This design comes from an exercise in tuning for small area and a short achievable clock period on the open sky130 flow, not from production work. Only simulation tests tie the RTL to the original design; equivalence was not proved.

job 1688:
Design hsv2rgb_pipe, start of the top module:
module hsv2rgb_pipe (
        input clk,
        input rst_n,
        input in_valid,
        input [7:0] h,
        input [7:0] s,
        input [7:0] v,
        output reg out_valid,
        output reg [7:0] r,
        output reg [7:0] g,
        output reg [7:0] b
    );
==> flow/config.mk <==
export PLATFORM = sky130hd
export DESIGN_NAME = hsv2rgb_pipe
export DESIGN_NICKNAME = hsv2rgb_pipe
export VERILOG_FILES = /design/flow/design.v
export SDC_FILE = /design/flow/constraint.sdc
export NUM_CORES = 4
export LEC_CHECK = 0
export CAP_MARGIN = 20
export CORE_MARGIN = 2
export CORE_UTILIZATION = 40
export SLEW_MARGIN = 20
export SYNTH_HIERARCHICAL = 1
export SYNTH_MINIMUM_KEEP_SIZE = 0
==> flow/constraint.sdc <==
create_clock -name core_clock -period 15.0 [get_ports {clk}]
set_input_delay 3.0000 -clock core_clock [delete_from_list [all_inputs] [get_ports {clk}]]
set_output_delay 3.0000 -clock core_clock [all_outputs]
set_load 0.01 [all_outputs]
standard.sh (not shown) runs the stock make flow with config.mk's settings and CLKGATE_MAP_FILE= SYNTH_SCRIPT=/design/flow/synth_recipe.tcl, a recipe that flattens the netlist after the stock synthesis.
==> flow/flow/run.sh <==
#!/bin/bash
# The standard layout, with plain buffers on the ports instead of the
# delay buffers buffer_ports picks by default.
set -euo pipefail
export BUFFER_PORTS_ARGS="-buffer_cell sky130_fd_sc_hd__buf_2"
bash standard.sh > standard.log 2>&1
Having completed the whole flow, job 1688 delivered a layout that passed the timing, design-rule and antenna checks.
For job 8242, these inputs were changed with respect to job 1688:
==> flow/flow/run.sh <==
#!/bin/bash
# The standard layout (standard.sh), with plain buffers on the ports
# instead of the delay buffers buffer_ports picks by default, and timing
# repair aiming for 11 ns of setup slack at the design's clock period.
set -euo pipefail
export BUFFER_PORTS_ARGS="-buffer_cell sky130_fd_sc_hd__buf_2"
bash standard.sh SETUP_SLACK_MARGIN=11 finish > standard.log 2>&1
--- outcome ---
Critical path depth, job 1688 and job 8242: lower on job 1688. Job 1688 and job 8242 ended up with roughly the same register clock-pin slew on the reported worst setup and hold paths. Both conditions hold for job 8242: the flow ran to the end and the final layout passed the timing, design-rule and antenna checks. Clock period minus worst slack: job 8242 better than job 1688. NOTE wire length job 1688->job 8242 increased by a few percent. Higher global-route wire length before repair was reported by job 8242, not job 1688. Of job 1688 and job 8242, job 1688 shows the lower final core utilization, with job 8242 above it.
Input changes introduced in job 6752 (baseline for comparison: job 8242):
==> flow/flow/run.sh <==
#!/bin/bash
# The standard layout (standard.sh), with plain buffers on the ports
# instead of the delay buffers buffer_ports picks by default.
set -euo pipefail
export BUFFER_PORTS_ARGS="-buffer_cell sky130_fd_sc_hd__buf_2"
bash standard.sh  finish > standard.log 2>&1
-- flow/config.mk --
<<< job 8242, line 10
export CORE_UTILIZATION = 40
export SLEW_MARGIN = 20
>>> job 6752, line 10
export CORE_UTILIZATION = 40
export CTS_BUF_LIST = sky130_fd_sc_hd__clkbuf_8
export SLEW_MARGIN = 20
==> run summary <==
Job 6752 vs. job 8242: clock skew grew by 0.0044 ns; post-route worst setup slack shrank by 0.37 ns.
Summary of job 6752 over job 8242: non-clock buffer count has decreased.
Summary of the comparison: met2 track demand over resource is lower in job 6752, relative to job 8242.
Relative to job 8242, routed length per placed instance has decreased by 1.6% in job 6752.
Job 6752 vs. job 8242: required arrival time at the worst endpoint higher; fraction of final layout cells with drive strength greater than 1 shrank by 11 points.
Here is what was changed in the inputs of job 1608 compared with job 6752.
==> flow/flow/run.sh <==
#!/bin/bash
# The standard layout (standard.sh), with plain buffers on the ports
# instead of the delay buffers buffer_ports picks by default.
set -euo pipefail
export BUFFER_PORTS_ARGS="-buffer_cell sky130_fd_sc_hd__buf_1"
bash standard.sh SETUP_SLACK_MARGIN=11.1 finish > standard.log 2>&1
--- outcome ---
The higher fraction of final layout cells sized beyond drive strength 1 came out of job 1608.
Looking at minimum hold slack across job 1608 and job 6752, the one that comes out lower is job 1608.
Looking only at final clock period utilization by the worst path, and setting everything else aside, the lower value of job 1608 and job 6752 goes to job 1608.
Re cell area after layout: job 1608 is about 11% up on job 6752.

-- separate check: timing with driven ports --
Ports are ideal in the flow. The routed layouts listed here were re-timed in OpenROAD.
Step 1, drivers: a clkbuf_16 drives clk and a buf_2 each remaining input, both assumed.
Step 2 also shifts input and output timing later by t, the mid clock arrival at the registers, as if the neighbouring blocks saw the same clock.
Three values: ideal ports, drivers, drivers and shift; two values: the first two.
run	shift t [ns]	slack for setup (ns)	hold WS [ns]
job 1688	0.389	10.643 / 10.643 / 10.643	0.328 / 0.328 / 0.328
job 8242	0.389	11.010 / 11.010 / 11.010	0.326 / 0.326 / 0.326
job 6752	0.415	10.635 / 10.635 / 10.635	0.335 / 0.335 / 0.335
job 1608	0.417	10.942 / 10.942 / 10.942	0.328 / 0.328 / 0.328
After both steps setup and hold are still met in every run listed.
